This design comes from an exercise in tuning for small area on the open sky130 flow, not from production work. Function was checked by simulation only, so behaviour that the tests miss may differ from the original. Power and IR drop assume default switching activity.

==> flow/design.v (outline; a module is shown in full before it is edited, if it fits) <==
// module mac_arith: 1665 lines
// module fa_cell: 4 lines
// module ha_cell: 4 lines
// module maj_cell: 3 lines
// module xnor_cell: 3 lines
// module or_cell: 3 lines
// module bwd_arith: 1638 lines
// module top_level: 430 lines
// module lt12: 10 lines
module top_level (
    clk, rst, seed,
    action, state, next_state, step_o, phase, episode_o, q_cur, q_next
);
  // ...
==> flow/flow/run.sh <==
#!/bin/bash
set -euo pipefail
export BUFFER_PORTS_ARGS="-buffer_cell sky130_fd_sc_hd__buf_1"
export CTS_ARGS="-sink_clustering_enable -repair_clock_nets -dont_use_dummy_load -buf_list sky130_fd_sc_hd__clkbuf_8 -sink_clustering_size 15 -sink_clustering_max_diameter 80"
bash standard.sh > standard.log 2>&1
==> flow/standard.sh <==
#!/bin/bash
# synth_recipe.tcl (not shown) runs the flow's synth.tcl, then flattens the netlist and writes it again
# the make line also repeats each setting of config.mk as NAME=value (left out here)
make -C /OpenROAD-flow-scripts/flow DESIGN_CONFIG=/design/flow/config.mk WORK_HOME=/design/flow/orfs CLKGATE_MAP_FILE= SYNTH_SCRIPT=/design/flow/synth_recipe.tcl "${@:-finish}"
==> flow/config.mk <==
export PLATFORM = sky130hd
export DESIGN_NAME = top_level
export DESIGN_NICKNAME = top_level
export VERILOG_FILES = /design/flow/design.v
export SDC_FILE = /design/flow/constraint.sdc
export NUM_CORES = 8
export LEC_CHECK = 0
export CAP_MARGIN = 20
export CORE_MARGIN = 2
export CORE_UTILIZATION = 70
export CTS_BUF_LIST = sky130_fd_sc_hd__clkbuf_8
export CTS_CLUSTER_DIAMETER = 80
export CTS_CLUSTER_SIZE = 15
export PLACE_DENSITY = 0.8
export SLEW_MARGIN = 20
export SYNTH_HIERARCHICAL = 1
export SYNTH_MINIMUM_KEEP_SIZE = 0
==> flow/constraint.sdc <==
create_clock -name core_clock -period 20.0 [get_ports {clk}]
set_input_delay 4.0000 -clock core_clock [delete_from_list [all_inputs] [get_ports {clk}]]
set_output_delay 4.0000 -clock core_clock [all_outputs]
set_load 0.01 [all_outputs]
==> out/metrics.csv, run 1 <==
metric,value,unit
worst_path_most_repeated_cell,a21o_1,
routed_wl,235,mm
netlist_top_cells_count,"nand2_1, fa_1, dfxtp_1, inv_1, clkbuf_1",
grt.met3_usage,9.83,%
skew,0.138,ns
total_power,9.96,mW
port_buffers,171,
worstReg2RegEnd,dl1[4],
combPwrFrac,60.4,%
setup-violations-final,0,
clockBufferDepth,3,
synth-edff-count,10,
p_clk,1.20,mW
power_frac_clock,12.1,%
yosys.area.top_type,fa_1,
routedWlPerCell,25.3,µm
status,"complete, no violations",
ir_drop,0.000422,V
clk_share,1.58,%
grt_max_degree,89,
dr.pass1.iters,7,
holdPathEnd,w2r[44],
netlist-cell-type-count,113,
nMultiInputCombCells,5812,
drv_slew,0,
path_depth,78,
crit_family,compound AO/OA/AOI/OAI gates,
clock_latency,0.85,ns
==> module top_level, before the edit <==
module top_level (
    clk, rst, seed,
    action, state, next_state, step_o, phase, episode_o, q_cur, q_next
);
    input clk, rst;
    input [11:0] seed;
    output [1:0] action;
    output [3:0] state;
    output [3:0] next_state;
    output [3:0] step_o;
    output [3:0] phase;
    output [11:0] episode_o;
    output [63:0] q_cur;
    output [63:0] q_next;
    integer r, p, i;
    function [15:0] w2init;           
        input integer row, col;
        begin
            case (row)
            0: case (col)
                0: w2init = 16'b0000000110101011;
                1: w2init = 16'b0000001000100111;
                2: w2init = 16'b0000000010001111;
                3: w2init = 16'b0000000000101000;
                default: w2init = 16'b0000001010111111;
               endcase
            1: w2init = 16'b0000000101001101;
            2: w2init = 16'b0000000100101010;
            3: w2init = 16'b0000000110001001;
            4: w2init = 16'b0000000100000110;
            5: w2init = 16'b0000000100100100;
            6: w2init = 16'b0000000110000011;
            7: w2init = 16'b0000000110101000;
            default: w2init = 16'b0000000100010010;
            endcase
        end
    endfunction
    function [15:0] w3init;           
        input integer out, col;
        begin
            case (out*5+col)
            0:  w3init = 16'b0000000111001010;
            1:  w3init = 16'b0000001110100010;
            2:  w3init = 16'b0000000100101100;
            3:  w3init = 16'b0000000100100110;
            4:  w3init = 16'b0000000010000101;
            5:  w3init = 16'b0000000000010100;
            6:  w3init = 16'b0000001010110111;
            7:  w3init = 16'b0000000011011101;
            8:  w3init = 16'b0000000100100110;
            9:  w3init = 16'b0000000010110101;
            10: w3init = 16'b0000000000010110;
            11: w3init = 16'b0000001110000100;
            12: w3init = 16'b0000000101100100;
            13: w3init = 16'b0000000001011010;
            14: w3init = 16'b0000000100110110;
            15: w3init = 16'b0000000010100011;
            16: w3init = 16'b0000000001011001;
            17: w3init = 16'b0000000001010111;
            18: w3init = 16'b0000000101010101;
            default: w3init = 16'b0000000100101011;
            endcase
        end
    endfunction
    function [15:0] w3sel;
        input integer out;
        input [4:0] c1h;
        integer c;
        begin
            w3sel = 16'd0;
            for (c = 0; c < 5; c = c + 1)
                w3sel = w3sel | ({16{c1h[c]}} & w3init(out, c));
        end
    endfunction
    function [15:0] w2sel;
        input integer row;
        input [4:0] c1h;
        integer c;
        begin
            w2sel = 16'd0;
            for (c = 0; c < 5; c = c + 1)
                w2sel = w2sel | ({16{c1h[c]}} & w2init(row, c));
        end
    endfunction
    function [4:0] w3lo;
        input integer out;
        input [2:0] col;
        reg [15:0] t;
        begin
            t = w3init(out, col);
            w3lo = t[4:0];
        end
    endfunction
    function [4:0] w2lof;
        input [3:0] row;
        input [2:0] col;
        reg [15:0] t;
        begin
            t = w2init(row, col);
            w2lof = t[4:0];
        end
    endfunction
    function [11:0] actf;
        input [15:0] z;
        reg neg, satp, satn, segb, segc, lz, cin;
        reg [11:0] sh, k;
        begin
            neg = z[15];
            satp = ~neg & (z > 16'd5120);
            satn = neg & (z < 16'hEC00);                        
            segc = neg ? ((z > 16'hEC00) & (z < 16'hF680))      
                       : ((z > 16'd2432) & (z < 16'd5120));
            segb = neg ? ((z > 16'hF680) & (z < 16'hFC00))      
                       : ((z > 16'd1024) & (z < 16'd2432));
            sh = segc ? {{4{z[15]}}, z[12:5]} : (segb ? {{2{z[15]}}, z[12:3]} : z[13:2]);
            k = segc ? (neg ? 12'd160 : 12'd864) : (segb ? (neg ? 12'd384 : 12'd640) : 12'd512);
            lz = segc ? (z[4:0] == 5'd0) : (segb ? (z[2:0] == 3'd0) : (z[1:0] == 2'd0));
            cin = neg & ~lz;
            actf = satp ? 12'd1024 : (satn ? 12'd0 : k + sh + {11'd0, cin});
        end
    endfunction
    function [3:0] gmove;
        input [1:0] ci, cj, a;
        input [3:0] stp;
        reg [1:0] im, jm, in_, jn;
        begin
            im = (a == 2'd1) ? (ci - 2'd1) : ((a == 2'd3) ? (ci + 2'd1) : ci);
            jm = (a == 2'd2) ? (cj - 2'd1) : ((a == 2'd0) ? (cj + 2'd1) : cj);
            in_ = (im == 2'd0) ? ci : im;
            jn = (jm == 2'd0) ? cj : jm;
            gmove = (stp == 4'd15) ? 4'b0101 : {in_, jn};
        end
    endfunction
    function [3:0] ij2st;
        input [3:0] ij;
        begin
            ij2st = ((ij[3:2] - 4'd1) * 4'd3) + ij[1:0];
        end
    endfunction
    function [11:0] lfsr_sh;
        input [11:0] x;
        begin
            lfsr_sh = {x[10:0], x[10] ^ x[7]};
        end
    endfunction
    reg [3:0] ctrl, step;
    reg [11:0] ep;
    wire [3:0] st1;
    always @(posedge clk) begin
        if (rst) begin
            ctrl <= 4'd0;
            step <= 4'd0;
            ep <= 12'd0;
        end else begin
            ctrl <= ctrl + 4'd1;
            if (ctrl == 4'd9) begin
                ctrl <= 4'd1;
                step <= step + 4'd1;
                if ((step == 4'd15) || (st1 == 4'd9)) begin
                    step <= 4'd1;
                    ep <= ep + 12'd1;
                end
            end
        end
    end
    reg [11:0] lf;
    always @(posedge clk) begin
        if (rst) lf <= seed;
        else lf <= lfsr_sh(lf);
    end
    reg [11:0] qc0, qc1, qc2, qc3, qn0, qn1, qn2, qn3;
    reg [1:0] ixr, qact;
    wire signed [11:0] qt = (qact == 2'd0) ? qc0 : (qact == 2'd1) ? qc1 : (qact == 2'd2) ? qc2 : qc3;
    wire [11:0] epn = ~ep;
    wire c_act;
    lt12 u_lt_act (.an(epn), .b(lf), .lt(c_act));
    wire [1:0] act = c_act ? qact : lf[1:0];
    reg [1:0] gi, gj;
    wire [3:0] ijn = gmove(gi, gj, act, step);
    assign st1 = ij2st(ijn);
    wire [3:0] st = ij2st({gi, gj});
    always @(posedge clk) begin
        if (rst) begin
            gi <= 2'd1;
            gj <= 2'd1;
        end else if (ctrl == 4'd1) begin
            gi <= ijn[3:2];
            gj <= ijn[1:0];
        end
    end
    wire [11:0] pq0, pq1;
    wire [11:0] aA, aB;
    wire signed [11:0] sn0 = pq0, sn1 = pq1, sn2 = aA, sn3 = aB;
    wire nge01 = (sn0 >= sn1), nge23 = (sn2 >= sn3);
    wire signed [11:0] nm1 = nge01 ? sn0 : sn1;
    wire signed [11:0] nm2 = nge23 ? sn2 : sn3;
    wire ngew = (nm1 >= nm2);
    wire signed [11:0] qmx = ngew ? nm1 : nm2;
    wire [1:0] qmi = ngew ? {1'b0, ~nge01} : {1'b1, ~nge23};
    reg signed [4:0] dl0, dl1, dl2, dl3;
    wire [11:0] lf7 = lfsr_sh(lfsr_sh(lf));
    wire c_act7;
    lt12 u_lt_act7 (.an(epn), .b(lf7), .lt(c_act7));
    wire [1:0] act7 = c_act7 ? qact : lf7[1:0];
    wire [3:0] st1_7 = ij2st(gmove(gi, gj, act7, step));
    wire rneg = (st1_7 == 4'd5) || (st1_7 == 4'd7) || (st1_7 == 4'd8);
    wire rpos = (st1_7 == 4'd9);
    wire pen = (st1_7 == st) || (step == 4'd15);
    wire signed [4:0] r5 = rpos ? (pen ? 5'sd5 : 5'sd10) : ((rneg ^ pen) ? -5'sd5 : ((rneg & pen) ? -5'sd10 : 5'sd0));
    wire signed [12:0] tdx = (qmx >>> 1) + (qmx >>> 2) + (qmx >>> 3) - qt;
    wire signed [4:0] tdd = {{2{tdx[12]}}, tdx[12:10]} + r5;
    always @(posedge clk) begin
        if (rst) begin
            dl0 <= 5'sd0; dl1 <= 5'sd0; dl2 <= 5'sd0; dl3 <= 5'sd0;
        end else if ((ctrl == 4'd5) && (step != 4'd0)) begin
            case (act7)
                2'd0: dl0 <= tdd;
                2'd1: dl1 <= tdd;
                2'd2: dl2 <= tdd;
                default: dl3 <= tdd;
            endcase
        end
    end
    wire [11:0] lf9 = lfsr_sh(lfsr_sh(lfsr_sh(lf)));
    wire [11:0] lf1 = lfsr_sh(lf9);
    wire c_act9;
    lt12 u_lt_act9 (.an(epn), .b(lf9), .lt(c_act9));
    wire [1:0] act9 = c_act9 ? qact : lf9[1:0];
    wire wrap9 = (step == 4'd15) || (ij2st(gmove(gi, gj, act9, step)) == 4'd9);
    wire [11:0] ep1 = wrap9 ? ep + 12'd1 : ep;
    wire [3:0] step1 = wrap9 ? 4'd1 : step + 4'd1;
    wire c_act1;
    lt12 u_lt_act1 (.an(~ep1), .b(lf1), .lt(c_act1));
    wire [1:0] act1 = c_act1 ? qact : lf1[1:0];
    wire [3:0] stnew = ij2st(gmove(gi, gj, act1, step1));
    reg [3:0] st_old, st_new;       
    always @(posedge clk) begin
        if (ctrl == 4'd6) begin
            st_old <= st;
            st_new <= stnew;
        end
    end
    reg run;
    always @(posedge clk) begin
        if (rst) run <= 1'b0;
        else if (ctrl == 4'd6) run <= 1'b1;
    end
    wire s1 = (ctrl == 4'd6) || (ctrl == 4'd7) || (ctrl == 4'd8) || (ctrl == 4'd9) || (ctrl == 4'd1);
    wire s2 = run && ((ctrl == 4'd7) || (ctrl == 4'd8) || (ctrl == 4'd9) || (ctrl == 4'd1) || (ctrl == 4'd2));
    wire s3 = run && ((ctrl == 4'd8) || (ctrl == 4'd9) || (ctrl == 4'd1) || (ctrl == 4'd2) || (ctrl == 4'd3));
    reg [4:0] ph;
    always @(posedge clk) begin
        if (rst) ph <= 5'b00001;
        else ph <= {ph[3:0], ph[4]};
    end
    wire [4:0] col0 = ph;                           
    wire [4:0] col4 = {ph[0], ph[4:1]};             
    wire [4:0] col3 = {ph[1:0], ph[4:2]};           
    reg [9*55-1:0] w2r;         
    reg [54:0] b2r;             
    reg [4*55-1:0] w3r;         
    reg [54:0] apr;             
    reg [54:0] acr;             
    wire rload = (step == 4'd0) && (ctrl <= 4'd4);
    wire [10:0] acr0 = acr[10:0];         
    reg [10:0] b3h0, b3h1, b3h2, b3h3;
    wire [10:0] w3h0 = w3r[0*55 +: 11];
    wire [10:0] w3h1 = w3r[1*55 +: 11];
    wire [10:0] w3h2 = w3r[2*55 +: 11];
    wire [10:0] w3h3 = w3r[3*55 +: 11];
    wire [15:0] w3c0_0 = w3sel(0, col0), w3c1_0 = w3sel(1, col0), w3c2_0 = w3sel(2, col0), w3c3_0 = w3sel(3, col0);
    wire [15:0] w3c0_3 = w3sel(0, col3), w3c1_3 = w3sel(1, col3), w3c2_3 = w3sel(2, col3), w3c3_3 = w3sel(3, col3);
    wire signed [15:0] w3s0 = {w3h0, w3c0_0[4:0]};
    wire signed [15:0] w3s1 = {w3h1, w3c1_0[4:0]};
    wire signed [15:0] w3s2 = {w3h2, w3c2_0[4:0]};
    wire signed [15:0] w3s3 = {w3h3, w3c3_0[4:0]};
    wire [10:0] aprev = apr[10:0];
    wire [7:0] delta2;
    wire [10:0] w3n0, w3n1, w3n2, w3n3;    
    bwd_arith u_bwd (
        .w3s0(w3s0), .w3s1(w3s1), .w3s2(w3s2), .w3s3(w3s3),
        .dl0(dl0), .dl1(dl1), .dl2(dl2), .dl3(dl3),
        .aprev(aprev), .delta2(delta2),
        .w3h0(w3h0), .w3h1(w3h1), .w3h2(w3h2), .w3h3(w3h3),
        .w3n0(w3n0), .w3n1(w3n1), .w3n2(w3n2), .w3n3(w3n3)
    );
    reg [7:0] d2r;              
    always @(posedge clk) d2r <= delta2;
    wire [3:0] orow = st_old - 4'd1;
    wire [3:0] nrow = st_new - 4'd1;
    reg [10:0] w2o, w2nr;
    always @* begin
        w2o = 11'd0;
        w2nr = 11'd0;
        for (r = 0; r < 9; r = r + 1) begin
            w2o = w2o | ({11{orow == r}} & w2r[r*55+44 +: 11]);
            w2nr = w2nr | ({11{nrow == r}} & w2r[r*55+44 +: 11]);
        end
    end
    wire [10:0] w2u = w2o + {{3{d2r[7]}}, d2r};
    wire [10:0] w2n = (st_new == st_old) ? w2u : w2nr;
    wire [10:0] b2n = b2r[54:44] - {10'd0, d2r[7]};
    reg [4:0] w2lo;
    always @* begin
        w2lo = 5'd0;
        for (r = 0; r < 9; r = r + 1)
            if (nrow == r) w2lo = w2sel(r, col4);
    end
    wire [15:0] z2 = {w2n, w2lo} + {b2n, 5'b11111};
    wire [10:0] anext = aA[10:0];
    wire signed [15:0] w3t0 = {w3r[0*55+33 +: 11], w3c0_3[4:0]};
    wire signed [15:0] w3t1 = {w3r[1*55+33 +: 11], w3c1_3[4:0]};
    wire signed [15:0] w3t2 = {w3r[2*55+33 +: 11], w3c2_3[4:0]};
    wire signed [15:0] w3t3 = {w3r[3*55+33 +: 11], w3c3_3[4:0]};
    reg [25:0] acc0, acc1, acc2, acc3;
    wire clr = (ctrl == 4'd8);
    wire [25:0] macc0, macc1, macc2, macc3;
    mac_arith u_mac (
        .acc0(acc0), .acc1(acc1), .acc2(acc2), .acc3(acc3), .clr(clr),
        .b3h0(b3h0), .b3h1(b3h1), .b3h2(b3h2), .b3h3(b3h3),
        .w3t0(w3t0), .w3t1(w3t1), .w3t2(w3t2), .w3t3(w3t3), .acur3(acr[43:33] & {11{s3}}),
        .macc0(macc0), .macc1(macc1), .macc2(macc2), .macc3(macc3)
    );
    always @(posedge clk) begin
        acc0 <= macc0;
        acc1 <= macc1;
        acc2 <= macc2;
        acc3 <= macc3;
        if (ctrl == 4'd4) begin     
            acc0[11:0] <= aA;
            acc1[11:0] <= aB;
        end
    end
    assign pq0 = acc0[11:0];
    assign pq1 = acc1[11:0];
    wire [10:0] w3n [0:3];
    assign w3n[0] = w3n0;
    assign w3n[1] = w3n1;
    assign w3n[2] = w3n2;
    assign w3n[3] = w3n3;
    wire [9*55-1:0] w2d;
    wire [54:0] b2d, apd, acd;
    wire [4*55-1:0] w3d;
    genvar gr, gp;
    generate
        for (gr = 0; gr < 9; gr = gr + 1) begin : g_w2
            wire [15:0] c16 = w2sel(gr, col4);
            assign w2d[gr*55+33 +: 11] = (rload || (s2 && (orow == gr))) ? (rload ? c16[15:5] : w2u) : w2r[gr*55+44 +: 11];
            for (gp = 0; gp < 5; gp = gp + 1) begin : g_p
                if (gp != 3) begin : g_sh
                    assign w2d[gr*55+gp*11 +: 11] = w2r[gr*55+((gp+1)%5)*11 +: 11];
                end
            end
        end
        for (gp = 0; gp < 5; gp = gp + 1) begin : g_b2
            if (gp == 3) begin : g_wr
                assign b2d[33 +: 11] = (rload || s2) ? (rload ? 11'h7FF : b2n) : b2r[44 +: 11];
            end else begin : g_sh
                assign b2d[gp*11 +: 11] = b2r[((gp+1)%5)*11 +: 11];
            end
        end
        for (gr = 0; gr < 4; gr = gr + 1) begin : g_w3
            wire [15:0] c16 = w3sel(gr, col0);
            assign w3d[gr*55+44 +: 11] = (rload || s1) ? (rload ? c16[15:5] : w3n[gr]) : w3r[gr*55 +: 11];
            for (gp = 0; gp < 4; gp = gp + 1) begin : g_p
                assign w3d[gr*55+gp*11 +: 11] = w3r[gr*55+(gp+1)*11 +: 11];
            end
        end
        for (gp = 0; gp < 5; gp = gp + 1) begin : g_ap
            if (gp == 4) begin : g_wr
                assign apd[44 +: 11] = (rload || s1) ? (rload ? 11'd0 : acr0) : apr[0 +: 11];
            end else begin : g_sh
                assign apd[gp*11 +: 11] = apr[(gp+1)*11 +: 11];
            end
        end
        for (gp = 0; gp < 5; gp = gp + 1) begin : g_ac
            if (gp == 3) begin : g_wr
                assign acd[33 +: 11] = (rload || s2) ? (rload ? 11'd512 : anext) : acr[44 +: 11];
            end else begin : g_sh
                assign acd[gp*11 +: 11] = acr[((gp+1)%5)*11 +: 11];
            end
        end
    endgenerate
    always @(posedge clk) begin
        w2r <= w2d;
        b2r <= b2d;
        w3r <= w3d;
        apr <= apd;
        acr <= acd;
    end
    wire qsel = (ctrl == 4'd5);
    wire [15:0] zA = qsel ? acc2[25:10] : acc0[25:10];
    wire [15:0] zB = qsel ? acc3[25:10] : acc1[25:10];
    assign aA = actf(s2 ? z2 : zA);
    assign aB = actf(zB);
    wire b3upd = (ctrl == 4'd6);
    wire q0 = (step == 4'd0);
    always @(posedge clk) begin
        if (rst) begin
            b3h0 <= 11'h7FF; b3h1 <= 11'h7FF; b3h2 <= 11'h7FF; b3h3 <= 11'h7FF;
            qn0 <= 12'd0; qn1 <= 12'd0; qn2 <= 12'd0; qn3 <= 12'd0;
            qc0 <= 12'd0; qc1 <= 12'd0; qc2 <= 12'd0; qc3 <= 12'd0;
            qact <= 2'd0;
        end else begin
            b3h0 <= b3h0 - {10'd0, dl0[4] & b3upd};
            b3h1 <= b3h1 - {10'd0, dl1[4] & b3upd};
            b3h2 <= b3h2 - {10'd0, dl2[4] & b3upd};
            b3h3 <= b3h3 - {10'd0, dl3[4] & b3upd};
            if (ctrl == 4'd5) begin    
                qn0 <= q0 ? 12'd512 : pq0;
                qn1 <= q0 ? 12'd512 : pq1;
                qn2 <= q0 ? 12'd512 : aA;
                qn3 <= q0 ? 12'd512 : aB;
                ixr <= q0 ? 2'd0 : qmi;
            end
            if ((ctrl == 4'd1) && (step != 4'd0)) begin
                qc0 <= qn0; qc1 <= qn1; qc2 <= qn2; qc3 <= qn3;
                qact <= ixr;
            end
        end
    end
    assign action = act;
    assign state = st;
    assign next_state = st1;
    assign step_o = step;
    assign phase = ctrl;
    assign episode_o = ep;
    assign q_cur = {{4{qc3[11]}}, qc3, {4{qc2[11]}}, qc2, {4{qc1[11]}}, qc1, {4{qc0[11]}}, qc0};
    assign q_next = {{4{qn3[11]}}, qn3, {4{qn2[11]}}, qn2, {4{qn1[11]}}, qn1, {4{qn0[11]}}, qn0};
endmodule
==> run 2, diff against run 1 <==
--- a/flow/design.v
+++ b/flow/design.v
@@ -1681,17 +1681,17 @@
     assign y = a | b;
 endmodule
 module bwd_arith (
     input [15:0] w3s0, w3s1, w3s2, w3s3,
     input [4:0] dl0, dl1, dl2, dl3,
     input [10:0] aprev,
     input [10:0] w3h0, w3h1, w3h2, w3h3,
     output [7:0] delta2,
-    output [10:0] w3n0, w3n1, w3n2, w3n3
+    output [10:0] w3nn0, w3nn1, w3nn2, w3nn3
 );
     wire [21:0] sdel;
     wire [19:0] asq;
     wire [8:0] dadz;
     wire [29:0] pd;
     wire [20:0] ad0, ad1, ad2, ad3;
     wire gs_1, gs_2;
     xnor_cell ugs_1 (.a((w3s0[0] & dl0[4])), .b(~(w3s0[1] & dl0[3])), .y(gs_1));
@@ -2795,80 +2795,80 @@
     wire ga0_76 = ~w3h0[7];
     wire ga0_77 = ~(~w3h0[8]);
     wire ga0_78 = ~w3h0[8];
     wire ga0_79 = ~(~w3h0[9]);
     wire ga0_80 = ~w3h0[9];
     wire ga0_81 = ~(~w3h0[10]);
     wire ga0_82 = ~w3h0[10];
     wire [20:0] ga0_o;
-    assign ga0_o[0] = (aprev[0] & dl0[0]);
+    assign ga0_o[0] = ~(aprev[0] & dl0[0]);
     wire ga0_83, ga0_84;
     xnor_cell uga0_83 (.a(~(aprev[0] & dl0[1])), .b(~(aprev[1] & dl0[0])), .y(ga0_83));
     or_cell uga0_84 (.a(~(aprev[0] & dl0[1])), .b(~(aprev[1] & dl0[0])), .y(ga0_84));
-    assign ga0_o[1] = ~ga0_83;
+    assign ga0_o[1] = ga0_83;
     wire ga0_85, ga0_86;
     fa_cell uga0_85 (.a(ga0_45), .b(~(aprev[2] & dl0[0])), .c(ga0_84), .s(ga0_85), .co(ga0_86));
-    assign ga0_o[2] = ~ga0_85;
+    assign ga0_o[2] = ga0_85;
     wire ga0_87, ga0_88;
     fa_cell uga0_87 (.a(ga0_47), .b(ga0_46), .c(ga0_86), .s(ga0_87), .co(ga0_88));
-    assign ga0_o[3] = ~ga0_87;
+    assign ga0_o[3] = ga0_87;
     wire ga0_89, ga0_90;
     fa_cell uga0_89 (.a(ga0_49), .b(ga0_48), .c(ga0_88), .s(ga0_89), .co(ga0_90));
-    assign ga0_o[4] = ~ga0_89;
+    assign ga0_o[4] = ga0_89;
     wire ga0_91, ga0_92;
     fa_cell uga0_91 (.a(ga0_51), .b(ga0_50), .c(ga0_90), .s(ga0_91), .co(ga0_92));
-    assign ga0_o[5] = ~ga0_91;
+    assign ga0_o[5] = ga0_91;
     wire ga0_93, ga0_94;
     fa_cell uga0_93 (.a(ga0_53), .b(ga0_52), .c(ga0_92), .s(ga0_93), .co(ga0_94));
-    assign ga0_o[6] = ~ga0_93;
+    assign ga0_o[6] = ga0_93;
     wire ga0_95, ga0_96;
     fa_cell uga0_95 (.a(ga0_55), .b(ga0_54), .c(ga0_94), .s(ga0_95), .co(ga0_96));
-    assign ga0_o[7] = ~ga0_95;
+    assign ga0_o[7] = ga0_95;
     wire ga0_97, ga0_98;
     fa_cell uga0_97 (.a(ga0_57), .b(ga0_56), .c(ga0_96), .s(ga0_97), .co(ga0_98));
-    assign ga0_o[8] = ~ga0_97;
+    assign ga0_o[8] = ga0_97;
     wire ga0_99, ga0_100;
     fa_cell uga0_99 (.a(ga0_59), .b(ga0_58), .c(ga0_98), .s(ga0_99), .co(ga0_100));
-    assign ga0_o[9] = ~ga0_99;
+    assign ga0_o[9] = ga0_99;
     wire ga0_101, ga0_102;
     fa_cell uga0_101 (.a(ga0_61), .b(ga0_60), .c(ga0_100), .s(ga0_101), .co(ga0_102));
-    assign ga0_o[10] = ~ga0_101;
+    assign ga0_o[10] = ga0_101;
     wire ga0_103, ga0_104;
     fa_cell uga0_103 (.a(ga0_63), .b(ga0_62), .c(ga0_102), .s(ga0_103), .co(ga0_104));
-    assign ga0_o[11] = ~ga0_103;
+    assign ga0_o[11] = ga0_103;
     wire ga0_105, ga0_106;
     fa_cell uga0_105 (.a(ga0_65), .b(ga0_64), .c(ga0_104), .s(ga0_105), .co(ga0_106));
-    assign ga0_o[12] = ~ga0_105;
+    assign ga0_o[12] = ga0_105;
     wire ga0_107, ga0_108;
     fa_cell uga0_107 (.a(ga0_67), .b(ga0_66), .c(ga0_106), .s(ga0_107), .co(ga0_108));
-    assign ga0_o[13] = ~ga0_107;
+    assign ga0_o[13] = ga0_107;
     wire ga0_109, ga0_110;
     fa_cell uga0_109 (.a(ga0_69), .b(ga0_68), .c(ga0_108), .s(ga0_109), .co(ga0_110));
-    assign ga0_o[14] = ~ga0_109;
+    assign ga0_o[14] = ga0_109;
     wire ga0_111, ga0_112;
     fa_cell uga0_111 (.a(ga0_71), .b(ga0_70), .c(ga0_110), .s(ga0_111), .co(ga0_112));
-    assign ga0_o[15] = ~ga0_111;
+    assign ga0_o[15] = ga0_111;
     wire ga0_113, ga0_114;
     fa_cell uga0_113 (.a(ga0_73), .b(ga0_72), .c(ga0_112), .s(ga0_113), .co(ga0_114));
-    assign ga0_o[16] = ~ga0_113;
+    assign ga0_o[16] = ga0_113;
     wire ga0_115, ga0_116;
     fa_cell uga0_115 (.a(ga0_75), .b(ga0_74), .c(ga0_114), .s(ga0_115), .co(ga0_116));
-    assign ga0_o[17] = ~ga0_115;
+    assign ga0_o[17] = ga0_115;
     wire ga0_117, ga0_118;
     fa_cell uga0_117 (.a(ga0_77), .b(ga0_76), .c(ga0_116), .s(ga0_117), .co(ga0_118));
-    assign ga0_o[18] = ~ga0_117;
+    assign ga0_o[18] = ga0_117;
     wire ga0_119, ga0_120;
     fa_cell uga0_119 (.a(ga0_79), .b(ga0_78), .c(ga0_118), .s(ga0_119), .co(ga0_120));
-    assign ga0_o[19] = ~ga0_119;
+    assign ga0_o[19] = ga0_119;
     wire ga0_121, ga0_122;
     fa_cell uga0_121 (.a(ga0_81), .b(ga0_80), .c(ga0_120), .s(ga0_121), .co(ga0_122));
-    assign ga0_o[20] = ~ga0_121;
+    assign ga0_o[20] = ga0_121;
     assign ad0 = ga0_o;
-    assign w3n0 = ad0[20:10];
+    assign w3nn0 = ad0[20:10];
     wire ga1_1, ga1_2;
     ha_cell uga1_1 (.a((aprev[0] & dl1[4])), .b(~(aprev[1] & dl1[3])), .s(ga1_1), .co(ga1_2));
     wire ga1_3, ga1_4;
     fa_cell uga1_3 (.a((aprev[1] & dl1[4])), .b(~(aprev[2] & dl1[3])), .c(~(aprev[3] & dl1[2])), .s(ga1_3), .co(ga1_4));
     wire ga1_5, ga1_6;
     fa_cell uga1_5 (.a((aprev[2] & dl1[4])), .b(~(aprev[3] & dl1[3])), .c(~(aprev[4] & dl1[2])), .s(ga1_5), .co(ga1_6));
     wire ga1_7, ga1_8;
     fa_cell uga1_7 (.a((aprev[3] & dl1[4])), .b(~(aprev[4] & dl1[3])), .c(~(aprev[5] & dl1[2])), .s(ga1_7), .co(ga1_8));
@@ -2946,80 +2946,80 @@
     wire ga1_76 = ~w3h1[7];
     wire ga1_77 = ~(~w3h1[8]);
     wire ga1_78 = ~w3h1[8];
     wire ga1_79 = ~(~w3h1[9]);
     wire ga1_80 = ~w3h1[9];
     wire ga1_81 = ~(~w3h1[10]);
     wire ga1_82 = ~w3h1[10];
     wire [20:0] ga1_o;
-    assign ga1_o[0] = (aprev[0] & dl1[0]);
+    assign ga1_o[0] = ~(aprev[0] & dl1[0]);
     wire ga1_83, ga1_84;
     xnor_cell uga1_83 (.a(~(aprev[0] & dl1[1])), .b(~(aprev[1] & dl1[0])), .y(ga1_83));
     or_cell uga1_84 (.a(~(aprev[0] & dl1[1])), .b(~(aprev[1] & dl1[0])), .y(ga1_84));
-    assign ga1_o[1] = ~ga1_83;
+    assign ga1_o[1] = ga1_83;
     wire ga1_85, ga1_86;
     fa_cell uga1_85 (.a(ga1_45), .b(~(aprev[2] & dl1[0])), .c(ga1_84), .s(ga1_85), .co(ga1_86));
-    assign ga1_o[2] = ~ga1_85;
+    assign ga1_o[2] = ga1_85;
     wire ga1_87, ga1_88;
     fa_cell uga1_87 (.a(ga1_47), .b(ga1_46), .c(ga1_86), .s(ga1_87), .co(ga1_88));
-    assign ga1_o[3] = ~ga1_87;
+    assign ga1_o[3] = ga1_87;
     wire ga1_89, ga1_90;
     fa_cell uga1_89 (.a(ga1_49), .b(ga1_48), .c(ga1_88), .s(ga1_89), .co(ga1_90));
-    assign ga1_o[4] = ~ga1_89;
+    assign ga1_o[4] = ga1_89;
     wire ga1_91, ga1_92;
     fa_cell uga1_91 (.a(ga1_51), .b(ga1_50), .c(ga1_90), .s(ga1_91), .co(ga1_92));
-    assign ga1_o[5] = ~ga1_91;
+    assign ga1_o[5] = ga1_91;
     wire ga1_93, ga1_94;
     fa_cell uga1_93 (.a(ga1_53), .b(ga1_52), .c(ga1_92), .s(ga1_93), .co(ga1_94));
-    assign ga1_o[6] = ~ga1_93;
+    assign ga1_o[6] = ga1_93;
     wire ga1_95, ga1_96;
     fa_cell uga1_95 (.a(ga1_55), .b(ga1_54), .c(ga1_94), .s(ga1_95), .co(ga1_96));
-    assign ga1_o[7] = ~ga1_95;
+    assign ga1_o[7] = ga1_95;
     wire ga1_97, ga1_98;
     fa_cell uga1_97 (.a(ga1_57), .b(ga1_56), .c(ga1_96), .s(ga1_97), .co(ga1_98));
-    assign ga1_o[8] = ~ga1_97;
+    assign ga1_o[8] = ga1_97;
     wire ga1_99, ga1_100;
     fa_cell uga1_99 (.a(ga1_59), .b(ga1_58), .c(ga1_98), .s(ga1_99), .co(ga1_100));
-    assign ga1_o[9] = ~ga1_99;
+    assign ga1_o[9] = ga1_99;
     wire ga1_101, ga1_102;
     fa_cell uga1_101 (.a(ga1_61), .b(ga1_60), .c(ga1_100), .s(ga1_101), .co(ga1_102));
-    assign ga1_o[10] = ~ga1_101;
+    assign ga1_o[10] = ga1_101;
     wire ga1_103, ga1_104;
     fa_cell uga1_103 (.a(ga1_63), .b(ga1_62), .c(ga1_102), .s(ga1_103), .co(ga1_104));
-    assign ga1_o[11] = ~ga1_103;
+    assign ga1_o[11] = ga1_103;
     wire ga1_105, ga1_106;
     fa_cell uga1_105 (.a(ga1_65), .b(ga1_64), .c(ga1_104), .s(ga1_105), .co(ga1_106));
-    assign ga1_o[12] = ~ga1_105;
+    assign ga1_o[12] = ga1_105;
     wire ga1_107, ga1_108;
     fa_cell uga1_107 (.a(ga1_67), .b(ga1_66), .c(ga1_106), .s(ga1_107), .co(ga1_108));
-    assign ga1_o[13] = ~ga1_107;
+    assign ga1_o[13] = ga1_107;
     wire ga1_109, ga1_110;
     fa_cell uga1_109 (.a(ga1_69), .b(ga1_68), .c(ga1_108), .s(ga1_109), .co(ga1_110));
-    assign ga1_o[14] = ~ga1_109;
+    assign ga1_o[14] = ga1_109;
     wire ga1_111, ga1_112;
     fa_cell uga1_111 (.a(ga1_71), .b(ga1_70), .c(ga1_110), .s(ga1_111), .co(ga1_112));
-    assign ga1_o[15] = ~ga1_111;
+    assign ga1_o[15] = ga1_111;
     wire ga1_113, ga1_114;
     fa_cell uga1_113 (.a(ga1_73), .b(ga1_72), .c(ga1_112), .s(ga1_113), .co(ga1_114));
-    assign ga1_o[16] = ~ga1_113;
+    assign ga1_o[16] = ga1_113;
     wire ga1_115, ga1_116;
     fa_cell uga1_115 (.a(ga1_75), .b(ga1_74), .c(ga1_114), .s(ga1_115), .co(ga1_116));
-    assign ga1_o[17] = ~ga1_115;
+    assign ga1_o[17] = ga1_115;
     wire ga1_117, ga1_118;
     fa_cell uga1_117 (.a(ga1_77), .b(ga1_76), .c(ga1_116), .s(ga1_117), .co(ga1_118));
-    assign ga1_o[18] = ~ga1_117;
+    assign ga1_o[18] = ga1_117;
     wire ga1_119, ga1_120;
     fa_cell uga1_119 (.a(ga1_79), .b(ga1_78), .c(ga1_118), .s(ga1_119), .co(ga1_120));
-    assign ga1_o[19] = ~ga1_119;
+    assign ga1_o[19] = ga1_119;
     wire ga1_121, ga1_122;
     fa_cell uga1_121 (.a(ga1_81), .b(ga1_80), .c(ga1_120), .s(ga1_121), .co(ga1_122));
-    assign ga1_o[20] = ~ga1_121;
+    assign ga1_o[20] = ga1_121;
     assign ad1 = ga1_o;
-    assign w3n1 = ad1[20:10];
+    assign w3nn1 = ad1[20:10];
     wire ga2_1, ga2_2;
     ha_cell uga2_1 (.a((aprev[0] & dl2[4])), .b(~(aprev[1] & dl2[3])), .s(ga2_1), .co(ga2_2));
     wire ga2_3, ga2_4;
     fa_cell uga2_3 (.a((aprev[1] & dl2[4])), .b(~(aprev[2] & dl2[3])), .c(~(aprev[3] & dl2[2])), .s(ga2_3), .co(ga2_4));
     wire ga2_5, ga2_6;
     fa_cell uga2_5 (.a((aprev[2] & dl2[4])), .b(~(aprev[3] & dl2[3])), .c(~(aprev[4] & dl2[2])), .s(ga2_5), .co(ga2_6));
     wire ga2_7, ga2_8;
     fa_cell uga2_7 (.a((aprev[3] & dl2[4])), .b(~(aprev[4] & dl2[3])), .c(~(aprev[5] & dl2[2])), .s(ga2_7), .co(ga2_8));
@@ -3097,80 +3097,80 @@
     wire ga2_76 = ~w3h2[7];
     wire ga2_77 = ~(~w3h2[8]);
     wire ga2_78 = ~w3h2[8];
     wire ga2_79 = ~(~w3h2[9]);
     wire ga2_80 = ~w3h2[9];
     wire ga2_81 = ~(~w3h2[10]);
     wire ga2_82 = ~w3h2[10];
     wire [20:0] ga2_o;
-    assign ga2_o[0] = (aprev[0] & dl2[0]);
+    assign ga2_o[0] = ~(aprev[0] & dl2[0]);
     wire ga2_83, ga2_84;
     xnor_cell uga2_83 (.a(~(aprev[0] & dl2[1])), .b(~(aprev[1] & dl2[0])), .y(ga2_83));
     or_cell uga2_84 (.a(~(aprev[0] & dl2[1])), .b(~(aprev[1] & dl2[0])), .y(ga2_84));
-    assign ga2_o[1] = ~ga2_83;
+    assign ga2_o[1] = ga2_83;
     wire ga2_85, ga2_86;
     fa_cell uga2_85 (.a(ga2_45), .b(~(aprev[2] & dl2[0])), .c(ga2_84), .s(ga2_85), .co(ga2_86));
-    assign ga2_o[2] = ~ga2_85;
+    assign ga2_o[2] = ga2_85;
     wire ga2_87, ga2_88;
     fa_cell uga2_87 (.a(ga2_47), .b(ga2_46), .c(ga2_86), .s(ga2_87), .co(ga2_88));
-    assign ga2_o[3] = ~ga2_87;
+    assign ga2_o[3] = ga2_87;
     wire ga2_89, ga2_90;
     fa_cell uga2_89 (.a(ga2_49), .b(ga2_48), .c(ga2_88), .s(ga2_89), .co(ga2_90));
-    assign ga2_o[4] = ~ga2_89;
+    assign ga2_o[4] = ga2_89;
     wire ga2_91, ga2_92;
     fa_cell uga2_91 (.a(ga2_51), .b(ga2_50), .c(ga2_90), .s(ga2_91), .co(ga2_92));
-    assign ga2_o[5] = ~ga2_91;
+    assign ga2_o[5] = ga2_91;
     wire ga2_93, ga2_94;
     fa_cell uga2_93 (.a(ga2_53), .b(ga2_52), .c(ga2_92), .s(ga2_93), .co(ga2_94));
-    assign ga2_o[6] = ~ga2_93;
+    assign ga2_o[6] = ga2_93;
     wire ga2_95, ga2_96;
     fa_cell uga2_95 (.a(ga2_55), .b(ga2_54), .c(ga2_94), .s(ga2_95), .co(ga2_96));
-    assign ga2_o[7] = ~ga2_95;
+    assign ga2_o[7] = ga2_95;
     wire ga2_97, ga2_98;
     fa_cell uga2_97 (.a(ga2_57), .b(ga2_56), .c(ga2_96), .s(ga2_97), .co(ga2_98));
-    assign ga2_o[8] = ~ga2_97;
+    assign ga2_o[8] = ga2_97;
     wire ga2_99, ga2_100;
     fa_cell uga2_99 (.a(ga2_59), .b(ga2_58), .c(ga2_98), .s(ga2_99), .co(ga2_100));
-    assign ga2_o[9] = ~ga2_99;
+    assign ga2_o[9] = ga2_99;
     wire ga2_101, ga2_102;
     fa_cell uga2_101 (.a(ga2_61), .b(ga2_60), .c(ga2_100), .s(ga2_101), .co(ga2_102));
-    assign ga2_o[10] = ~ga2_101;
+    assign ga2_o[10] = ga2_101;
     wire ga2_103, ga2_104;
     fa_cell uga2_103 (.a(ga2_63), .b(ga2_62), .c(ga2_102), .s(ga2_103), .co(ga2_104));
-    assign ga2_o[11] = ~ga2_103;
+    assign ga2_o[11] = ga2_103;
     wire ga2_105, ga2_106;
     fa_cell uga2_105 (.a(ga2_65), .b(ga2_64), .c(ga2_104), .s(ga2_105), .co(ga2_106));
-    assign ga2_o[12] = ~ga2_105;
+    assign ga2_o[12] = ga2_105;
     wire ga2_107, ga2_108;
     fa_cell uga2_107 (.a(ga2_67), .b(ga2_66), .c(ga2_106), .s(ga2_107), .co(ga2_108));
-    assign ga2_o[13] = ~ga2_107;
+    assign ga2_o[13] = ga2_107;
     wire ga2_109, ga2_110;
     fa_cell uga2_109 (.a(ga2_69), .b(ga2_68), .c(ga2_108), .s(ga2_109), .co(ga2_110));
-    assign ga2_o[14] = ~ga2_109;
+    assign ga2_o[14] = ga2_109;
     wire ga2_111, ga2_112;
     fa_cell uga2_111 (.a(ga2_71), .b(ga2_70), .c(ga2_110), .s(ga2_111), .co(ga2_112));
-    assign ga2_o[15] = ~ga2_111;
+    assign ga2_o[15] = ga2_111;
     wire ga2_113, ga2_114;
     fa_cell uga2_113 (.a(ga2_73), .b(ga2_72), .c(ga2_112), .s(ga2_113), .co(ga2_114));
-    assign ga2_o[16] = ~ga2_113;
+    assign ga2_o[16] = ga2_113;
     wire ga2_115, ga2_116;
     fa_cell uga2_115 (.a(ga2_75), .b(ga2_74), .c(ga2_114), .s(ga2_115), .co(ga2_116));
-    assign ga2_o[17] = ~ga2_115;
+    assign ga2_o[17] = ga2_115;
     wire ga2_117, ga2_118;
     fa_cell uga2_117 (.a(ga2_77), .b(ga2_76), .c(ga2_116), .s(ga2_117), .co(ga2_118));
-    assign ga2_o[18] = ~ga2_117;
+    assign ga2_o[18] = ga2_117;
     wire ga2_119, ga2_120;
     fa_cell uga2_119 (.a(ga2_79), .b(ga2_78), .c(ga2_118), .s(ga2_119), .co(ga2_120));
-    assign ga2_o[19] = ~ga2_119;
+    assign ga2_o[19] = ga2_119;
     wire ga2_121, ga2_122;
     fa_cell uga2_121 (.a(ga2_81), .b(ga2_80), .c(ga2_120), .s(ga2_121), .co(ga2_122));
-    assign ga2_o[20] = ~ga2_121;
+    assign ga2_o[20] = ga2_121;
     assign ad2 = ga2_o;
-    assign w3n2 = ad2[20:10];
+    assign w3nn2 = ad2[20:10];
     wire ga3_1, ga3_2;
     ha_cell uga3_1 (.a((aprev[0] & dl3[4])), .b(~(aprev[1] & dl3[3])), .s(ga3_1), .co(ga3_2));
     wire ga3_3, ga3_4;
     fa_cell uga3_3 (.a((aprev[1] & dl3[4])), .b(~(aprev[2] & dl3[3])), .c(~(aprev[3] & dl3[2])), .s(ga3_3), .co(ga3_4));
     wire ga3_5, ga3_6;
     fa_cell uga3_5 (.a((aprev[2] & dl3[4])), .b(~(aprev[3] & dl3[3])), .c(~(aprev[4] & dl3[2])), .s(ga3_5), .co(ga3_6));
     wire ga3_7, ga3_8;
     fa_cell uga3_7 (.a((aprev[3] & dl3[4])), .b(~(aprev[4] & dl3[3])), .c(~(aprev[5] & dl3[2])), .s(ga3_7), .co(ga3_8));
@@ -3248,80 +3248,80 @@
     wire ga3_76 = ~w3h3[7];
     wire ga3_77 = ~(~w3h3[8]);
     wire ga3_78 = ~w3h3[8];
     wire ga3_79 = ~(~w3h3[9]);
     wire ga3_80 = ~w3h3[9];
     wire ga3_81 = ~(~w3h3[10]);
     wire ga3_82 = ~w3h3[10];
     wire [20:0] ga3_o;
-    assign ga3_o[0] = (aprev[0] & dl3[0]);
+    assign ga3_o[0] = ~(aprev[0] & dl3[0]);
     wire ga3_83, ga3_84;
     xnor_cell uga3_83 (.a(~(aprev[0] & dl3[1])), .b(~(aprev[1] & dl3[0])), .y(ga3_83));
     or_cell uga3_84 (.a(~(aprev[0] & dl3[1])), .b(~(aprev[1] & dl3[0])), .y(ga3_84));
-    assign ga3_o[1] = ~ga3_83;
+    assign ga3_o[1] = ga3_83;
     wire ga3_85, ga3_86;
     fa_cell uga3_85 (.a(ga3_45), .b(~(aprev[2] & dl3[0])), .c(ga3_84), .s(ga3_85), .co(ga3_86));
-    assign ga3_o[2] = ~ga3_85;
+    assign ga3_o[2] = ga3_85;
     wire ga3_87, ga3_88;
     fa_cell uga3_87 (.a(ga3_47), .b(ga3_46), .c(ga3_86), .s(ga3_87), .co(ga3_88));
-    assign ga3_o[3] = ~ga3_87;
+    assign ga3_o[3] = ga3_87;
     wire ga3_89, ga3_90;
     fa_cell uga3_89 (.a(ga3_49), .b(ga3_48), .c(ga3_88), .s(ga3_89), .co(ga3_90));
-    assign ga3_o[4] = ~ga3_89;
+    assign ga3_o[4] = ga3_89;
     wire ga3_91, ga3_92;
     fa_cell uga3_91 (.a(ga3_51), .b(ga3_50), .c(ga3_90), .s(ga3_91), .co(ga3_92));
-    assign ga3_o[5] = ~ga3_91;
+    assign ga3_o[5] = ga3_91;
     wire ga3_93, ga3_94;
     fa_cell uga3_93 (.a(ga3_53), .b(ga3_52), .c(ga3_92), .s(ga3_93), .co(ga3_94));
-    assign ga3_o[6] = ~ga3_93;
+    assign ga3_o[6] = ga3_93;
     wire ga3_95, ga3_96;
     fa_cell uga3_95 (.a(ga3_55), .b(ga3_54), .c(ga3_94), .s(ga3_95), .co(ga3_96));
-    assign ga3_o[7] = ~ga3_95;
+    assign ga3_o[7] = ga3_95;
     wire ga3_97, ga3_98;
     fa_cell uga3_97 (.a(ga3_57), .b(ga3_56), .c(ga3_96), .s(ga3_97), .co(ga3_98));
-    assign ga3_o[8] = ~ga3_97;
+    assign ga3_o[8] = ga3_97;
     wire ga3_99, ga3_100;
     fa_cell uga3_99 (.a(ga3_59), .b(ga3_58), .c(ga3_98), .s(ga3_99), .co(ga3_100));
-    assign ga3_o[9] = ~ga3_99;
+    assign ga3_o[9] = ga3_99;
     wire ga3_101, ga3_102;
     fa_cell uga3_101 (.a(ga3_61), .b(ga3_60), .c(ga3_100), .s(ga3_101), .co(ga3_102));
-    assign ga3_o[10] = ~ga3_101;
+    assign ga3_o[10] = ga3_101;
     wire ga3_103, ga3_104;
     fa_cell uga3_103 (.a(ga3_63), .b(ga3_62), .c(ga3_102), .s(ga3_103), .co(ga3_104));
-    assign ga3_o[11] = ~ga3_103;
+    assign ga3_o[11] = ga3_103;
     wire ga3_105, ga3_106;
     fa_cell uga3_105 (.a(ga3_65), .b(ga3_64), .c(ga3_104), .s(ga3_105), .co(ga3_106));
-    assign ga3_o[12] = ~ga3_105;
+    assign ga3_o[12] = ga3_105;
     wire ga3_107, ga3_108;
     fa_cell uga3_107 (.a(ga3_67), .b(ga3_66), .c(ga3_106), .s(ga3_107), .co(ga3_108));
-    assign ga3_o[13] = ~ga3_107;
+    assign ga3_o[13] = ga3_107;
     wire ga3_109, ga3_110;
     fa_cell uga3_109 (.a(ga3_69), .b(ga3_68), .c(ga3_108), .s(ga3_109), .co(ga3_110));
-    assign ga3_o[14] = ~ga3_109;
+    assign ga3_o[14] = ga3_109;
     wire ga3_111, ga3_112;
     fa_cell uga3_111 (.a(ga3_71), .b(ga3_70), .c(ga3_110), .s(ga3_111), .co(ga3_112));
-    assign ga3_o[15] = ~ga3_111;
+    assign ga3_o[15] = ga3_111;
     wire ga3_113, ga3_114;
     fa_cell uga3_113 (.a(ga3_73), .b(ga3_72), .c(ga3_112), .s(ga3_113), .co(ga3_114));
-    assign ga3_o[16] = ~ga3_113;
+    assign ga3_o[16] = ga3_113;
     wire ga3_115, ga3_116;
     fa_cell uga3_115 (.a(ga3_75), .b(ga3_74), .c(ga3_114), .s(ga3_115), .co(ga3_116));
-    assign ga3_o[17] = ~ga3_115;
+    assign ga3_o[17] = ga3_115;
     wire ga3_117, ga3_118;
     fa_cell uga3_117 (.a(ga3_77), .b(ga3_76), .c(ga3_116), .s(ga3_117), .co(ga3_118));
-    assign ga3_o[18] = ~ga3_117;
+    assign ga3_o[18] = ga3_117;
     wire ga3_119, ga3_120;
     fa_cell uga3_119 (.a(ga3_79), .b(ga3_78), .c(ga3_118), .s(ga3_119), .co(ga3_120));
-    assign ga3_o[19] = ~ga3_119;
+    assign ga3_o[19] = ga3_119;
     wire ga3_121, ga3_122;
     fa_cell uga3_121 (.a(ga3_81), .b(ga3_80), .c(ga3_120), .s(ga3_121), .co(ga3_122));
-    assign ga3_o[20] = ~ga3_121;
+    assign ga3_o[20] = ga3_121;
     assign ad3 = ga3_o;
-    assign w3n3 = ad3[20:10];
+    assign w3nn3 = ad3[20:10];
 endmodule
 module top_level (
     clk, rst, seed,
     action, state, next_state, step_o, phase, episode_o, q_cur, q_next
 );
     input clk, rst;
     input [11:0] seed;
     output [1:0] action;
@@ -3591,23 +3591,23 @@
     wire [15:0] w3c0_0 = w3sel(0, col0), w3c1_0 = w3sel(1, col0), w3c2_0 = w3sel(2, col0), w3c3_0 = w3sel(3, col0);
     wire [15:0] w3c0_3 = w3sel(0, col3), w3c1_3 = w3sel(1, col3), w3c2_3 = w3sel(2, col3), w3c3_3 = w3sel(3, col3);
     wire signed [15:0] w3s0 = {w3h0, w3c0_0[4:0]};
     wire signed [15:0] w3s1 = {w3h1, w3c1_0[4:0]};
     wire signed [15:0] w3s2 = {w3h2, w3c2_0[4:0]};
     wire signed [15:0] w3s3 = {w3h3, w3c3_0[4:0]};
     wire [10:0] aprev = apr[10:0];
     wire [7:0] delta2;
-    wire [10:0] w3n0, w3n1, w3n2, w3n3;    
+    wire [10:0] w3nn0, w3nn1, w3nn2, w3nn3;    
     bwd_arith u_bwd (
         .w3s0(w3s0), .w3s1(w3s1), .w3s2(w3s2), .w3s3(w3s3),
         .dl0(dl0), .dl1(dl1), .dl2(dl2), .dl3(dl3),
         .aprev(aprev), .delta2(delta2),
         .w3h0(w3h0), .w3h1(w3h1), .w3h2(w3h2), .w3h3(w3h3),
-        .w3n0(w3n0), .w3n1(w3n1), .w3n2(w3n2), .w3n3(w3n3)
+        .w3nn0(w3nn0), .w3nn1(w3nn1), .w3nn2(w3nn2), .w3nn3(w3nn3)
     );
     reg [7:0] d2r;              
     always @(posedge clk) d2r <= delta2;
     wire [3:0] orow = st_old - 4'd1;
     wire [3:0] nrow = st_new - 4'd1;
     reg [10:0] w2o, w2nr;
     always @* begin
         w2o = 11'd0;
@@ -3649,20 +3649,20 @@
         if (ctrl == 4'd4) begin     
             acc0[11:0] <= aA;
             acc1[11:0] <= aB;
         end
     end
     assign pq0 = acc0[11:0];
     assign pq1 = acc1[11:0];
     wire [10:0] w3n [0:3];
-    assign w3n[0] = w3n0;
-    assign w3n[1] = w3n1;
-    assign w3n[2] = w3n2;
-    assign w3n[3] = w3n3;
+    assign w3n[0] = ~w3nn0;
+    assign w3n[1] = ~w3nn1;
+    assign w3n[2] = ~w3nn2;
+    assign w3n[3] = ~w3nn3;
     wire [9*55-1:0] w2d;
     wire [54:0] b2d, apd, acd;
     wire [4*55-1:0] w3d;
     genvar gr, gp;
     generate
         for (gr = 0; gr < 9; gr = gr + 1) begin : g_w2
             wire [15:0] c16 = w2sel(gr, col4);
             assign w2d[gr*55+33 +: 11] = (rload || (s2 && (orow == gr))) ? (rload ? c16[15:5] : w2u) : w2r[gr*55+44 +: 11];
==> out/metrics.csv, run 2 <==
metric,value,unit,change
status,"complete, no violations",,
maxSlewHeadroom,24.1,%,
worst_path_most_repeated_cell,a21oi_1,,
top_regs,"w2r (495), w3r (220)",,
fillCellCount,8202,,
skew,0.132,ns,-0.00556 ns
port_buffers,171,,unchanged
fin_crit,17.27,ns,
grt_pass1_wl,344,mm,
routed_wl,223,mm,-5.2%
vias,57165,,
areaGrowthSynthToFinish,3.45,%,
ctsHtreeMaxLevel,3,,
clock.fmax,57.9,MHz,
cp_max_fo,25,,
synth-edff-count,10,,unchanged
yosysWarningCount,7,,
antenna_found_initial,13,,
drv_slew,0,,unchanged
pwr-share-seq,29.7,%,
hold_violations,0,,
yosys.area.top_type,fa_1,,
critPathArrivalTime,17.92,ns,
p_per_area,111,nW/µm²,
dr.pass1.iters,9,,+2
p_int,5.20,mW,
drc_errors,0,,
largest-register,w2r,,
clkTransAtPathRegs,0.10,ns,
cts_root_buf,clkbuf_8,,
synth_area,80300,µm²,
combPwrFrac,57.5,%,-2.9 points
critPathKind,reg -> reg,,
period_share,86.4,%,
hold_buffers,0,,
dieArea,117000,µm²,
dp_hpwl,163,mm,
mostFrequentLayoutCells,"nand2_1, fa_1, dfxtp_1, inv_1, nor2_1",,
drtIter0Drc,5964,,
largest_reg_flops,495,,
synth_most_common_cell,nand2_1,,
synth-seq-cells,1206,,
die_y,343,µm,
switching_power,4.04,mW,
cts_tree,built,,
cp-start-kind,register,,
die_w,343,µm,
grt_pass1_vias,59797,,
synth.area.top_cells,"fa_1, dfxtp_1, nand2_1, ha_1, xnor2_1",,
numCtsBuffers,95,,
gp_congestion,0.939,,
core,114000,µm²,
fin_nets,9167,,
start_util,70.4,%,
netlist_top_cells_count,"nand2_1, fa_1, dfxtp_1, inv_1, clkbuf_1",,
worst_pin_slew,1.13,ns,
ir_drop,0.000570,V,+35%
clock_latency,0.82,ns,-0.03 ns
hold_class,reg -> reg,,
whs,0.249,ns,
pin_count,172,,
routedWlPerCell,24.4,µm,-3.4%
p_leak,26.4,nW,
critPathMaxStageDelay,0.66,ns,
postRouteAntennaNets,0,,
rsz0062_at_grt,no,,
synth_top_area_share,33.7,%,
power_frac_clock,12.8,%,+0.7 points
synthFlopType,dfxtp_1,,
drive_gt1_share,5.99,%,
fin_area,83000,µm²,
grt_max_degree,84,,-5.6%
syn_inst,7688,,
tns,0,ns,
setup-violations-final,0,,unchanged
drt-vias-per-instance,6.27,,
syn_area_per_cell,10.4,µm²,
p_sw_share,43.7,%,
ys_async_sr_fraction,0,%,
track_usage,38.4,%,
clockBufferDepth,3,,unchanged
ys_seq_area_share,30.2,%,
maxCapViolCount,0,,
netlist-cell-type-count,111,,-1.8%
worstSetupEndpointType,register,,
post_cts_buffers,0,,
required,20.64,ns,
slowest_stage,xor2_1,,
placed_area,81700,µm²,
fp-row-count,124,,
overflow,0,,
final_common_cell,nand2_1,,
cts.sinks,1206,,
cts_resized,0,,
## run 2: cell count changes in the layout (fill, tap and decap cells not counted), sizes merged, moves of 22 or more
cell    previous run  this run
a222oi             9        31
nand2           1842      1727
a21oi            263       230
inv              349       325
nand3             96        71
nand2b            78       116
## run 2: logic make-up (layout without fill, tap and decap cells)
group / count (synthesis) / in the layout / synth area share [%]
muxes: 178 / 178 / 2.52
and+or+nand+nor: 2732 / 2732 / 15.1
xor gates and xnor gates: 262 / 262 / 2.90
buffers and inverters: 840 / 740 / 4.52
DFF: 1206 / 1206 / 30.2
AOI/OAI and AO/OA: 875 / 875 / 7.34
other: 1 / 18 / 0.00467
adders and majority gates: 1594 / 1594 / 37.4
## run 2: final timing paths
kind             start        to  slack, ns  cells past startpoint
max          st_old[2]    dl2[4]       2.73                     79
min           w2r[201]  w2r[190]       0.25                      0
max reg2reg  st_old[2]    dl2[4]       2.73                     79
min reg2reg   w2r[201]  w2r[190]       0.25                      0
## run 2: metal layers
metal | global-route usage (%) | routed length, µm | up-vias
met5 | 0 | 80 | -
met4 | 18.3 | 12500 | 8
met3 | 8.92 | 23400 | 800
met2 | 59.6 | 101000 | 3426
met1 | 51.6 | 85100 | 28636
li1 | - | - | 24295
## run 2: through the flow
| stage | instances | util (%) | power, mW | setup WS [ns] |
|---|---|---|---|---|
| floorplan | 7701 | - | 6.73 | 4.46 |
| global placement | 9015 | 71.6 | 7.90 | 3.40 |
| detailed placement | 9015 | 71.6 | 8.02 | 3.08 |
| CTS | 9110 | 72.7 | 9.21 | 2.95 |
| global route | 9114 | 72.8 | 10.0 | 1.44 |
| finish | 9117 | 72.8 | 9.24 | 2.73 |
## run 2: worst max-delay path, delay by kind of cell (launching register included)
| family | cells | cell delay, ns |
|---|---|---|
| xor+xnor | 5 | 1.32 |
| flops | 1 | 0.58 |
| compound gates | 39 | 6.99 |
| mux | 1 | 0.52 |
| simple gates | 18 | 3.50 |
| buf+inv | 6 | 0.98 |
| fa+ha+maj | 10 | 3.19 |
## run 2: Yosys stat by module, one instance, submodules excluded
| module | cell area (µm²) | flip-flops and latches | cells inside |
|---|---|---|---|
| mac_arith | 4610 | 0 | 1064 |
| bwd_arith | 6410 | 0 | 1247 |
| ha_cell | 12.5 | 0 | 1 |
| xnor_cell | 8.76 | 0 | 1 |
| lt12 | 6.26 | 0 | 1 |
| top_level | 40500 | 1206 | 3796 |
| fa_cell | 20.0 | 0 | 1 |
| maj_cell | 11.3 | 0 | 1 |
| or_cell | 6.26 | 0 | 1 |
## run 2: power by group through the flow
stage | Clock (mW) | Combinational [mW] | Sequential [mW]
floorplan | 0 | 4.04 | 2.70
detailed placement | 0 | 5.23 | 2.79
global placement | 0 | 5.11 | 2.79
CTS | 1.20 | 5.28 | 2.74
global route | 1.28 | 5.97 | 2.75
finish | 1.18 | 5.31 | 2.74
## run 2: cell type report
| cell class | count | area [µm²] | share of cell area, % |
|---|---|---|---|
| Tap cell | 1512 | 1890 | 2.28 |
| Inverter | 325 | 1220 | 1.47 |
| Clock buffer | 95 | 1310 | 1.57 |
| Sequential cell | 1206 | 24200 | 29.2 |
| Timing Repair Buffer | 320 | 1790 | 2.15 |
| Multi-Input combinational cell | 5655 | 52600 | 63.3 |
| Antenna cell | 4 | 10.0 | 0.0121 |
==> run 3, diff against run 2 <==
--- a/flow/design.v
+++ b/flow/design.v
@@ -3712,7 +3712,7 @@
     wire [15:0] zA = qsel ? acc2[25:10] : acc0[25:10];
     wire [15:0] zB = qsel ? acc3[25:10] : acc1[25:10];
     assign aA = actf(s2 ? z2 : zA);
-    assign aB = actf(zB);
+    actf_ripple u_actB (.z(zB), .a(aB));    
     wire b3upd = (ctrl == 4'd6);
     wire q0 = (step == 4'd0);
     always @(posedge clk) begin
@@ -3758,3 +3758,26 @@
     assign bw[0] = 1'b0;
     assign lt = bw[12];
 endmodule
+module actf_ripple (input [15:0] z, output [11:0] a);
+    wire neg = z[15];
+    wire satp = ~neg & (z > 16'd5120);
+    wire satn = neg & (z < 16'hEC00);
+    wire segc = neg ? ((z > 16'hEC00) & (z < 16'hF680)) : ((z > 16'd2432) & (z < 16'd5120));
+    wire segb = neg ? ((z > 16'hF680) & (z < 16'hFC00)) : ((z > 16'd1024) & (z < 16'd2432));
+    wire [11:0] sh = segc ? {{4{z[15]}}, z[12:5]} : (segb ? {{2{z[15]}}, z[12:3]} : z[13:2]);
+    wire [11:0] k = segc ? (neg ? 12'd160 : 12'd864) : (segb ? (neg ? 12'd384 : 12'd640) : 12'd512);
+    wire lz = segc ? (z[4:0] == 5'd0) : (segb ? (z[2:0] == 3'd0) : (z[1:0] == 2'd0));
+    wire cin = neg & ~lz;
+    wire [12:0] c;
+    wire [11:0] s;
+    assign c[0] = cin;
+    genvar i;
+    generate for (i = 0; i < 12; i = i + 1) begin : g
+        if (i < 5) begin : h
+            ha_cell u (.a(sh[i]), .b(c[i]), .s(s[i]), .co(c[i+1]));
+        end else begin : f
+            fa_cell u (.a(sh[i]), .b(k[i]), .c(c[i]), .s(s[i]), .co(c[i+1]));
+        end
+    end endgenerate
+    assign a = satp ? 12'd1024 : (satn ? 12'd0 : s);
+endmodule
==> out/metrics.csv, run 3 <==
metric,value,unit,change
status,"complete, no violations",,
synth_area,80100,µm²,-0.25%
clock_latency,0.85,ns,+0.03 ns
port_buffers,171,,unchanged
top_regs,"w2r (495), w3r (220)",,
pin_count,172,,unchanged
start_util,70.3,%,-0.083 points
yosysWarningCount,7,,unchanged
overflow,0,,unchanged
netlist_top_cells_count,"nand2_1, fa_1, dfxtp_1, clkbuf_1, inv_1",,
ys_seq_area_share,30.3,%,+0.077 points
track_usage,38.6,%,+0.24 points
dr.pass1.iters,9,,unchanged
netlist-cell-type-count,111,,unchanged
fin_area,83000,µm²,about the same
gp_congestion,0.975,,+3.9%
skew,0.165,ns,+0.0333 ns
drt-vias-per-instance,6.22,,-0.82%
required,20.67,ns,+0.03 ns
dieArea,117000,µm²,-0.25%
maxCapViolCount,0,,unchanged
dp_cells,9035,,+0.22%
synth_top_area_share,34.0,%,+0.26 points
postRouteAntennaNets,0,,unchanged
antenna_found_initial,6,,-7
period_share,91.7,%,+5.4 points
ys_async_sr_fraction,0,%,unchanged
hold_buffers,0,,unchanged
grt_pass1_wl,344,mm,-0.13%
die_y,342,µm,-0.13%
placed_area,81500,µm²,-0.13%
critPathMaxStageDelay,0.73,ns,+0.07 ns
hold_class,reg -> reg,,
critPathKind,reg -> reg,,
mostFrequentLayoutCells,"nand2_1, fa_1, dfxtp_1, inv_1, nor2_1",,
grt_max_degree,96,,+14%
fp-row-count,124,,unchanged
vias,56848,,-0.55%
final_common_cell,nand2_1,,
critPathArrivalTime,19.02,ns,+1.10 ns
maxSlewHeadroom,24.1,%,about the same
clkTransAtPathRegs,0.10,ns,about the same
die_w,342,µm,-0.13%
synth-edff-count,10,,unchanged
syn_area_per_cell,10.4,µm²,-0.34%
tns,0,ns,unchanged
setup-violations-final,0,,unchanged
numCtsBuffers,99,,+4.2%
synth_most_common_cell,nand2_1,,
largest_reg_flops,495,,unchanged
cts_root_buf,clkbuf_8,,
cts_tree,built,,
core,114000,µm²,-0.14%
synthFlopType,dfxtp_1,,
fin_nets,9196,,+0.32%
pre_cts_ws,2.05,ns,-1.03 ns
routed_wl,223,mm,+0.29%
rsz0062_at_grt,no,,
grt_pass1_vias,60169,,+0.62%
clockBufferDepth,3,,unchanged
dp_hpwl,163,mm,+0.29%
stdcell_count,9141,,+0.26%
cp-start-kind,register,,
worst_pin_slew,1.13,ns,-0.00169 ns
largest-register,w2r,,
synth.area.top_cells,"fa_1, dfxtp_1, nand2_1, ha_1, xnor2_1",,
p_leak,26.5,nW,+0.44%
cp_max_fo,24,,-4.0%
hold_violations,0,,unchanged
ir_drop,0.000610,V,+7.1%
fin_crit,18.35,ns,+1.07 ns
cts.sinks,1206,,unchanged
ctsHtreeMaxLevel,3,,unchanged
routedWlPerCell,24.4,µm,about the same
drv_slew,0,,unchanged
p_per_area,116,nW/µm²,+3.9%
worst_slack,1.65,ns,-1.07 ns
areaGrowthSynthToFinish,3.66,%,
drtIter0Drc,5626,,-5.7%
drive_gt1_share,6.36,%,+0.38 points
worst_path_most_repeated_cell,a21o_1,,
synth-seq-cells,1206,,unchanged
post_cts_buffers,0,,unchanged
yosys.area.top_type,fa_1,,
worstSetupEndpointType,register,,
syn_inst,7695,,+0.091%
drc_errors,0,,unchanged
clock.fmax,54.5,MHz,-5.9%
slowest_stage,nor2_1,,
cts_resized,0,,unchanged
run 3: metrics by stage:
step | utilization [%] | hold WS (ns) | total power [mW]
2_1_floorplan | - | 0.310 | 6.90
3_3_place_gp | 71.6 | 0.310 | 8.21
4_1_cts | 72.8 | 0.212 | 9.54
5_1_grt | 72.9 | 0.225 | 10.3
6_report | 72.9 | 0.237 | 9.59
3_5_place_dp | 71.6 | 0.312 | 8.32
run 3: report_power, final:
group | leakage, nW | total (mW) | switching (mW) | internal, mW
combinational | 16.0 | 5.64 | 3.36 | 2.28
clock | 0.712 | 1.21 | 0.771 | 0.440
sequential | 9.82 | 2.73 | 0.164 | 2.57
run 3: cell families after synthesis:
group | share of synthesized area, %
AOI/OAI and AO/OA | 6.94
xor gates and xnor gates | 2.76
adders and majority gates | 37.7
muxes | 2.41
and+or+nand+nor | 15.4
DFF | 30.3
buffers and inverters | 4.53
other | 0.00938
run 3: metal layers:
metal | routed length (µm) | GRT usage (%) | vias up
met4 | 12800 | 19.7 | 2
met5 | 17 | 0 | -
met2 | 103000 | 61.0 | 3261
met3 | 22600 | 9.40 | 814
met1 | 84500 | 50.1 | 28557
li1 | - | - | 24214
run 3: modules after synthesis (local to each module, per instance):
| module | cells inside | copies in the design | area (µm²) | flops+latches |
|---|---|---|---|---|
| lt12 | 1 | 4 | 6.26 | 0 |
| mac_arith | 1064 | 1 | 4610 | 0 |
| or_cell | 1 | 97 | 6.26 | 0 |
| maj_cell | 1 | 44 | 11.3 | 0 |
| top_level | 3679 | 1 | 39500 | 1206 |
| actf_ripple | 108 | 1 | 698 | 0 |
| ha_cell | 1 | 18 | 12.5 | 0 |
| fa_cell | 1 | 1337 | 20.0 | 0 |
| bwd_arith | 1251 | 1 | 6270 | 0 |
| xnor_cell | 1 | 93 | 8.76 | 0 |
run 3: layout make-up:
class	count	area, µm²
flip-flops and latches	1206	24200
diodes	5	12.5
clock buffers	99	1360
well taps	1512	1890
inverters	328	1230
repair buffers	329	1870
fillers	8085	30900
multi-input cells	5662	52400
run 3: critical path, delay by kind of cell (launching register included):
| family | cells | cell delay [ns] |
|---|---|---|
| adder cells (fa/ha/maj) | 12 | 4.03 |
| multiplexers | 1 | 0.48 |
| AND/OR/NAND/NOR | 25 | 4.30 |
| flip-flops | 1 | 0.66 |
| XOR/XNOR | 5 | 0.83 |
| buffers and inverters | 6 | 0.95 |
| AO/OA/AOI/OAI | 31 | 6.88 |
run 3: path summary, 6_finish.rpt:
| kind | from | end | slack (ns) | cells after the start |
|---|---|---|---|---|
| worst max register to register | st_old[2] | dl2[4] | 1.65 | 80 |
| worst max-delay path | st_old[2] | dl2[4] | 1.65 | 80 |
| worst min register to register | w3r[215] | w3r[204] | 0.24 | 0 |
| worst min-delay path | w3r[215] | w3r[204] | 0.24 | 0 |

-- port drivers added, routing unchanged --
The results above use ideal ports. As a check the final layouts listed here were re-extracted and re-timed, cells and wires unchanged.
Step 1 sets driving cells, clkbuf_16 on the clock port and buf_2 on the other inputs (assumed; they add their load-dependent delay and slew).
Step 2 also shifts input and output timing later by t, the mid clock arrival at the registers, as if the neighbouring blocks saw the same clock.
a / b / c = no drivers / after step 1 / after step 2; a / b = the first two.
| run | shift t [ns] | setup WS [ns] | clock arrival spread, ns |
|---|---|---|---|
| run 1 | 0.850 | 1.677 / 1.677 / 1.677 | 0.157 / 0.158 |
| run 2 | 0.826 | 2.726 / 2.726 / 2.726 | 0.152 / 0.153 |
| run 3 | 0.843 | 1.652 / 1.652 / 1.652 | 0.175 / 0.174 |
After both steps every run listed still meets setup and hold.
